From an optimization exercise on the open Yosys and OpenROAD flow, aimed at small area; shortcuts taken in it are not production practice.
Only simulation tests tie the RTL to the original design; equivalence was not proved.
Power figures rest on the tool's default switching activity, not on a simulated workload. The clock port is modelled as an ideal driver; clocking choices that lean on that would not hold on a real chip.

==> flow/design.v (excerpt) <==
module BinaryCalculatorTop(
    input Clk,
    input Reset,
    input ConfigDiv,
    input[31:0] Din,
    input ValidCmd,
    input InputKey,
    input RWMem,
    input[7:0] Addr,
    input[3:0] Sel,
    input[7:0] InA,
    input[7:0] InB,
    output CalcActive,
    output CalcMode,
    output CalcBusy,
    output DoutValid,
    output DataOut,
    output ClkTx);
For scale: roughly 2800 cells after synthesis, roughly 72 I/O pins, about 0.031 mm^2 of cells after synthesis.
export LEC_CHECK = 0
export CAP_MARGIN = 20
export CORE_MARGIN = 2
export CORE_UTILIZATION = 60
export CTS_CLUSTER_DIAMETER = 100
export CTS_CLUSTER_SIZE = 30
export SLEW_MARGIN = 20
export SYNTH_HIERARCHICAL = 1
create_clock -name core_clock -period 15.0 [get_ports {Clk}]
standard.sh (not shown) runs the stock make flow with config.mk's settings and CLKGATE_MAP_FILE= SYNTH_SCRIPT=/design/flow/synth_recipe.tcl, a recipe that flattens the netlist after the stock synthesis.
==> flow/flow/run.sh <==
#!/bin/bash
# The standard layout, with the port buffers made of the smallest buffer
# cell (buf_1) instead of the one buffer_ports picks by default.
set -e
export BUFFER_PORTS_ARGS="-buffer_cell sky130_fd_sc_hd__buf_1"
bash standard.sh > standard.log 2>&1
Then changed:
--- a/flow/config.mk
+++ b/flow/config.mk
@@ -10 +10 @@
-export CORE_UTILIZATION = 60
+export CORE_UTILIZATION = 75
- The changed run finished with timing, DRC and antenna clean
- core utilization is higher by 15 points
- synthesized cell count is unchanged
- routed wire length falls by 4.2%
- clock skew decreases by 3.6 ps
- maximum frequency is lower by 0.81%
- worst setup slack got worse by 100 ps
- via count grows by 2.3%
Then changed:
--- a/flow/config.mk
+++ b/flow/config.mk
@@ -10,3 +10,3 @@
-export CORE_UTILIZATION = 75
-export CTS_CLUSTER_DIAMETER = 100
-export CTS_CLUSTER_SIZE = 30
+export CORE_UTILIZATION = 60
+export CTS_CLUSTER_DIAMETER = 80
+export CTS_CLUSTER_SIZE = 26
Outcome: The changed run completed with no timing, DRC or antenna violations. Global-route usage fell by 6.2 points. Final area is higher by about 1.8%. Worst setup slack gains 190 ps. Routed wire length rises by about 4.5%. Utilization drops by 15 points. Register-to-register slack improved by 160 ps. Maximum frequency rose by about 1.5%. Hold slack is worse by 9.2 ps. Clock skew increases by 29 ps.
Then changed:
==> flow/flow/run.sh (replaced) <==
#!/bin/bash
# The standard layout with two changes:
#  - the port buffers are the smallest buffer cell (buf_1) instead of the one
#    buffer_ports picks by default;
#  - clock tree synthesis inserts no dummy loads (it is given the same
#    clustering settings as config.mk).
set -e
export BUFFER_PORTS_ARGS="-buffer_cell sky130_fd_sc_hd__buf_1"
export CTS_ARGS="-sink_clustering_enable -repair_clock_nets -sink_clustering_size 30 -sink_clustering_max_diameter 100 -dont_use_dummy_load"
bash standard.sh > standard.log 2>&1
--- a/flow/config.mk
+++ b/flow/config.mk
@@ -11,2 +11,2 @@
-export CTS_CLUSTER_DIAMETER = 80
-export CTS_CLUSTER_SIZE = 26
+export CTS_CLUSTER_DIAMETER = 100
+export CTS_CLUSTER_SIZE = 30
The new run ran to the end with no violations.
Worst setup slack gets worse by 130 ps.
Routed wire length is lower by 0.50%.
Power is lower by 5.7%.
Global-route usage is lower by 0.27 points.

========
red:
BinaryCalculatorTop, a different RTL version from the one above (not shown whole).
For scale: ~2800 cells after synthesis, ~780 flip-flops.
Settings: LEC_CHECK=0, CAP_MARGIN=20, CORE_MARGIN=2, CORE_UTILIZATION=60, CTS_CLUSTER_DIAMETER=80, CTS_CLUSTER_SIZE=26, SLEW_MARGIN=20, SYNTH_HIERARCHICAL=1; clock period 15.0 ns.
==> flow/flow/run.sh <==
#!/bin/bash
# The standard layout with two changes:
#  - the port buffers are the smallest buffer cell (buf_1) instead of the one
#    buffer_ports picks by default;
#  - clock tree synthesis inserts no dummy loads (it is given the same
#    clustering settings as config.mk).
set -e
export BUFFER_PORTS_ARGS="-buffer_cell sky130_fd_sc_hd__buf_1"
export CTS_ARGS="-sink_clustering_enable -repair_clock_nets -sink_clustering_size 26 -sink_clustering_max_diameter 80 -dont_use_dummy_load"
bash standard.sh > standard.log 2>&1
red: PASS, flow complete, no timing, DRC or antenna violations
Here is what was changed in the inputs of orange compared with red.
# red
export LEC_CHECK = 0
export CAP_MARGIN = 20
export CORE_MARGIN = 2
export CORE_UTILIZATION = 60
export CTS_CLUSTER_DIAMETER = 80
export CTS_CLUSTER_SIZE = 26
export SLEW_MARGIN = 20
export SYNTH_HIERARCHICAL = 1
create_clock -name core_clock -period 15.0 [get_ports {Clk}]
# orange
export LEC_CHECK = 0
export CAP_MARGIN = 20
export CORE_MARGIN = 2
export CORE_UTILIZATION = 60
export CTS_CLUSTER_DIAMETER = 100
export CTS_CLUSTER_SIZE = 30
export SLEW_MARGIN = 20
export SYNTH_HIERARCHICAL = 1
create_clock -name core_clock -period 15.0 [get_ports {Clk}]
--- a/flow/flow/run.sh
+++ b/flow/flow/run.sh
@@ -9 +9 @@
-export CTS_ARGS="-sink_clustering_enable -repair_clock_nets -sink_clustering_size 26 -sink_clustering_max_diameter 80 -dont_use_dummy_load"
+export CTS_ARGS="-sink_clustering_enable -repair_clock_nets -sink_clustering_size 30 -sink_clustering_max_diameter 100 -dont_use_dummy_load"
==> comparison <==
- Delta (orange minus red): clock-buffer cell count lost 6; worst hold slack now sits at about the same level; minimum period implied by the final worst setup slack climbed 52 ps.
- Source-to-sink clock delay at the later pin of the worst-skew pair (higher): orange
- ReadAddr[0] as the startpoint of the most critical setup path was reported by red, and ReadAddr[1] by orange.
- Final worst slack: orange and red compared, higher one is red
- Multi-input gate share of total cell area was lower in the run labelled red.
- Going from red to orange, fill cell total of the finished layout now sits higher, fraction of the cycle the final worst path needs now sits higher.
- There was hardly any difference in count of placed standard cells in the final layout, fillers left out between red and orange.

========
The RTL this note starts from:
==> flow/design.v <==
module m_alu(A, B, ALU_Sel, ALU_Out, Flag);
  input [7:0] A,B;
  input [3:0] ALU_Sel;
  output reg [7:0] ALU_Out;
  output reg [3:0] Flag;
  function automatic [8:0] add8(input [7:0] a, input [7:0] b, input cin);
    integer i;
    reg c;
    begin
      c = cin;
      for (i = 0; i < 8; i = i + 1) begin
        add8[i] = a[i] ^ b[i] ^ c;
        c = (a[i] & b[i]) | (a[i] & c) | (b[i] & c);
      end
      add8[8] = c;
    end
  endfunction
  wire       Sub = ALU_Sel[0];
  wire [8:0] Sum = add8(A, B ^ {8{Sub}}, Sub);
  wire       Less = !Sum[8];       
  wire       BZero = (B == 8'h0);
  reg [7:0] Quot;
  reg [7:0] Rem;
  reg [7:0] Diff;
  reg       C;
  integer k, i;
  always @(*) begin
    Rem = A;
    for (k = 7; k >= 0; k = k - 1) begin
      C = 1'b1;
      Diff = Rem;
      for (i = k; i < 8; i = i + 1) begin
        Diff[i] = Rem[i] ^ !B[i-k] ^ C;
        C = (Rem[i] & !B[i-k]) | (Rem[i] & C) | (!B[i-k] & C);
      end
      Quot[k] = C & ((B >> (8-k)) == 8'h0);
      if (Quot[k]) Rem = Diff;
    end
  end
  wire [7:0] Prod = A * B;
  wire       Big  = (A[7:4] != 4'h0) && (B[7:4] != 4'h0);
  wire [7:0] Shl  = (B[7:3] != 5'h0) ? 8'h0 : (A << B[2:0]);
  wire [8:0] Shr  = (B[7:4] != 4'h0) ? 9'h0 : ({A, 1'b0} >> B[3:0]);
  always @(*) begin
    Flag = 4'h0;
    case (ALU_Sel)
      4'd0: ALU_Out = Sum[7:0];
      4'd1: begin ALU_Out = Less ? 8'h0 : Sum[7:0]; Flag[3] = Less; end
      4'd2: begin ALU_Out = Big ? 8'h0 : Prod; Flag[2] = Big; end
      4'd3: begin ALU_Out = BZero ? 8'h0 : Quot; Flag[3] = Less | BZero; end
      4'd4: begin ALU_Out = Shl; Flag[1] = Sum[8]; end
      4'd5: begin ALU_Out = Shr[8:1]; Flag[1] = Shr[0]; end
      4'd6: ALU_Out = A & B;
      4'd7: ALU_Out = A | B;
      4'd8: ALU_Out = A ^ B;
      4'd9: ALU_Out = ~(A ^ B);
      4'd10: ALU_Out = ~(A & B);
      4'd11: ALU_Out = ~(A | B);
      default: ALU_Out = 8'h0;
    endcase
    Flag[0] = (ALU_Out == 8'h0);
  end
endmodule
module MemWriteMux(
    input [31:0]  We,
    input [31:0]  NWe,    
    input [19:0]  Din,
    input [639:0] Q,
    output[639:0] D);
    genvar w;
    generate
        for (w = 0; w < 32; w = w + 1) begin : word
            assign D[w*20 +: 20] = ({20{We[w]}} & Din) | ({20{NWe[w]}} & Q[w*20 +: 20]);
        end
    endgenerate
endmodule
module MemReadMux(
    input [31:0]  Sel,
    input [671:0] Q,    
    output reg [20:0] Dout);
    integer w;
    always @(*) begin
        Dout = 21'b0;
        for (w = 0; w < 32; w = w + 1)
            Dout = Dout | ({21{Sel[w]}} & Q[w*21 +: 21]);
    end
endmodule
module BinaryCalculatorTop(
    input Clk,
    input Reset,
    input ConfigDiv,
    input[31:0] Din,
    input ValidCmd,
    input InputKey,
    input RWMem,
    input[7:0] Addr,
    input[3:0] Sel,
    input[7:0] InA,
    input[7:0] InB,
    output CalcActive,
    output CalcMode,
    output CalcBusy,
    output DoutValid,
    output DataOut,
    output ClkTx);
    reg KeyS0, KeyS1, KeyS2;
    wire NextS2 = KeyS1 & (!InputKey & ValidCmd & !KeyS2 & KeyS0 | KeyS2 & !KeyS0) |
                  KeyS2 & !KeyS1 & (KeyS0 | ValidCmd);
    wire NextS1 = ValidCmd & !KeyS1 &
                  (!InputKey & !KeyS2 & KeyS0 | InputKey & KeyS2 & !KeyS0) |
                  KeyS1 & !KeyS0 & (InputKey & ValidCmd | KeyS2);
    wire NextS0 = InputKey & ValidCmd & !KeyS2 & !KeyS0 |
                  KeyS2 & !KeyS1 & (KeyS0 | !InputKey & ValidCmd);
    always @(posedge Clk, posedge Reset) begin
        if (Reset) begin
            KeyS0 <= 1'b0; KeyS1 <= 1'b0; KeyS2 <= 1'b0;
        end else begin
            KeyS0 <= NextS0; KeyS1 <= NextS1; KeyS2 <= NextS2;
        end
    end
    wire Mode   = KeyS2 & KeyS1 & !KeyS0;
    wire Active = (KeyS2 & KeyS1 & !KeyS0) | (KeyS2 & !KeyS1 & KeyS0);
    assign CalcActive = Active;
    assign CalcMode   = Mode;
    localparam IDLE         = 3'b000;
    localparam READ_MEMORY  = 3'b001;
    localparam SAMPLE_DATA  = 3'b010;
    localparam TRANFER_DATA = 3'b011;
    localparam WRITE_MEMORY = 3'b100;
    reg [2:0] State;
    reg [2:0] NextState;
    wire      RW = RWMem & Active;
    wire      TransferDone;
    always @(*) begin
        case (State)
            IDLE:
                if (ValidCmd && !RW && Active && Mode && !TransferDone)
                    NextState = READ_MEMORY;
                else if (ValidCmd && RW && Active && Mode)
                    NextState = WRITE_MEMORY;
                else if (ValidCmd && Active && !Mode && !TransferDone)
                    NextState = SAMPLE_DATA;
                else
                    NextState = IDLE;
            READ_MEMORY:
                NextState = (Active && Mode && !TransferDone) ? SAMPLE_DATA : IDLE;
            WRITE_MEMORY:
                NextState = (ValidCmd && RW && Active && Mode) ? WRITE_MEMORY : IDLE;
            SAMPLE_DATA:
                NextState = (Active && !TransferDone) ? TRANFER_DATA : SAMPLE_DATA;
            TRANFER_DATA:
                NextState = (Active && !TransferDone) ? TRANFER_DATA : IDLE;
            default: NextState = IDLE;
        endcase
    end
    always @(posedge Clk, posedge Reset) begin
        if (Reset) State <= IDLE;
        else       State <= NextState;
    end
    wire StReadMem  = (State == READ_MEMORY);
    wire StWriteMem = (State == WRITE_MEMORY);
    wire StSample   = (State == SAMPLE_DATA);
    wire StTransfer = (State == TRANFER_DATA);
    assign CalcBusy = (State != IDLE);
    reg [639:0] Bank;
    reg [31:0]  Valid;
    reg [4:0]   ReadAddr;
    wire        TxBusy;
    wire        MemWe = StWriteMem | (StSample & !Mode & !TxBusy);
    wire [4:0]  WAddr = Addr[4:0] & {5{Mode}};
    wire [31:0] WordWe;
    wire [31:0] WordRd;
    wire [639:0] BankNext;
    wire [671:0] ReadQ;
    wire [20:0]  ReadWord;
    genvar w;
    generate
        for (w = 0; w < 32; w = w + 1) begin : words
            assign WordWe[w] = MemWe & (WAddr == w);
            assign WordRd[w] = (ReadAddr == w);
            assign ReadQ[w*21 +: 21] = {Valid[w], Bank[w*20 +: 20]};
        end
    endgenerate
    MemWriteMux MemWriteMux_inst(.We(WordWe), .NWe(~WordWe), .Din({Sel, InB, InA}),
                                 .Q(Bank), .D(BankNext));
    MemReadMux  MemReadMux_inst(.Sel(WordRd), .Q(ReadQ), .Dout(ReadWord));
    always @(posedge Clk) begin
        Bank <= BankNext;
    end
    always @(posedge Clk, posedge Reset) begin
        if (Reset) begin
            Valid    <= 32'b0;
            ReadAddr <= 5'b0;
        end else begin
            Valid <= Valid | WordWe;
            if (StReadMem) ReadAddr <= Addr[4:0];
        end
    end
    wire [7:0] AluOut;
    wire [3:0] AluFlags;
    m_alu Alu_inst(.A(ReadWord[7:0]), .B(ReadWord[15:8]), .ALU_Sel(ReadWord[19:16]),
                   .ALU_Out(AluOut), .Flag(AluFlags));
    reg  [11:0] AluReg;
    always @(posedge Clk) begin
        AluReg <= {AluFlags, AluOut};
    end
    wire [31:0] TxWord = {AluReg[11:8], ReadWord[19:16], AluReg[7:0], ReadWord[15:0]};
    reg [30:0] Half;
    reg        Odd;
    reg [30:0] Count;
    reg        High;
    reg        Extra;
    wire       Load     = ConfigDiv & !Active;
    wire [30:0] HalfNext = Load ? Din[31:1] : Half;
    wire       Upper0   = (Count[30:1] == 30'd0);
    wire       IsOne    = Upper0 & Count[0];
    wire       IsZero   = Upper0 & !Count[0];
    wire       HoldOne  = !High & Extra;
    wire       Reload   = !Active | IsZero | (IsOne & !HoldOne);
    wire       TxTick   = Active & (IsZero | (!High & IsOne & !Extra));
    assign ClkTx = Active & (IsZero | High);
    always @(posedge Clk, posedge Reset) begin
        if (Reset) begin
            Half <= 31'd0;
            Odd  <= 1'b1;
        end else begin
            Half <= HalfNext;
            if (Load) Odd <= Din[0];
        end
    end
    always @(posedge Clk) begin
        Count <= Reload ? HalfNext : Count - {30'd0, !(IsOne & HoldOne)};
        if (!Active) begin
            High <= 1'b1;
        end else if (IsOne) begin
            if (High) begin
                High  <= 1'b0;
                Extra <= Odd;
            end else if (Extra) begin
                Extra <= 1'b0;
            end else begin
                High  <= 1'b1;
            end
        end
    end
    reg       TransferData;
    reg       InProgress;
    reg       TxDone;
    reg [4:0] CountBits;
    assign TxBusy       = InProgress;
    assign TransferDone = TxDone;
    assign DoutValid    = InProgress;
    assign DataOut      = InProgress & ReadWord[20] & TxWord[CountBits];
    always @(posedge Clk, posedge Reset) begin
        if (Reset) begin
            TransferData <= 1'b0;
            TxDone       <= 1'b0;
            CountBits    <= 5'd31;
            InProgress   <= 1'b0;
        end else begin
            TxDone <= 1'b0;
            if (StTransfer && !InProgress && !TransferData && !TxDone)
                TransferData <= 1'b1;
            if (TxTick) begin
                if (TransferData && !InProgress) begin
                    InProgress <= 1'b1;
                end else if (InProgress && CountBits != 5'd0) begin
                    CountBits <= CountBits - 1'b1;
                end else if (InProgress) begin
                    InProgress   <= 1'b0;
                    CountBits    <= 5'd31;
                    TransferData <= 1'b0;
                    TxDone       <= 1'b1;
                end
            end
        end
    end
endmodule
clock: 15.0 ns
lec_check: 0
cap_margin: 20
core_margin: 2
core_utilization: 40
slew_margin: 20
run.sh (not shown) runs the stock make flow with config.mk's settings and CLKGATE_MAP_FILE= SYNTH_SCRIPT=/design/flow/synth_recipe.tcl, a recipe that flattens the netlist after the stock synthesis.
Stock flow here: none of the scripts above is used.
The first run ran to the end with violations: negative setup slack.
==> next run, changes <==
SYNTH_HIERARCHICAL = 1   (was unset)
Outcome: Now the flow ran to the end with no violations. Routed wire length decreases by 4.3%. Cell area drops by 7.4%. Sequential cell count stays the same. Hold slack stays flat. Total power is higher by 37%.

-- separate check: timing with driven ports --
The results above use ideal ports. As a check the final layouts listed here were re-extracted and re-timed, cells and wires unchanged.
Step 1 (the two cells are an assumption about what drives the block):
set clk [get_ports {Clk}]
set_driving_cell -lib_cell sky130_fd_sc_hd__clkbuf_16 $clk
set_driving_cell -lib_cell sky130_fd_sc_hd__buf_2 [delete_from_list [all_inputs] $clk]
Step 2 adds t to the input delays and takes it off the output delays; t is the mean of the earliest and latest rising clock arrival at the registers after step 1. Input paths then give back, and output paths get back, about the clock's delay inside the block.
a / b / c = no drivers / after step 1 / after step 2; a / b = the first two.
| run | t, ns | slack for setup (ns) | hold slack, ns |
|---|---|---|---|
| the first run of note 1 | 0.704 | 2.372 / 2.308 / 3.012 | 0.461 / 0.461 / 0.461 |
| the second run of note 1 | 0.695 | 2.269 / 2.207 / 2.901 | 0.470 / 0.470 / 0.470 |
| the third run of note 1 | 0.668 | 2.459 / 2.393 / 3.062 | 0.461 / 0.461 / 0.461 |
| the fourth run of note 1 | 0.691 | 2.329 / 2.267 / 2.957 | 0.454 / 0.454 / 0.454 |
| red | 0.645 | 2.832 / 2.766 / 3.410 | 0.474 / 0.474 / 0.474 |
| orange | 0.680 | 2.780 / 2.713 / 3.394 | 0.476 / 0.476 / 0.476 |
| the first run of note 3 | 0.702 | -0.113 / -0.113 / -0.113 | 0.469 / 0.469 / 0.469 |
| the second run of note 3 | 0.694 | 0.641 / 0.641 / 0.641 | 0.468 / 0.468 / 0.468 |
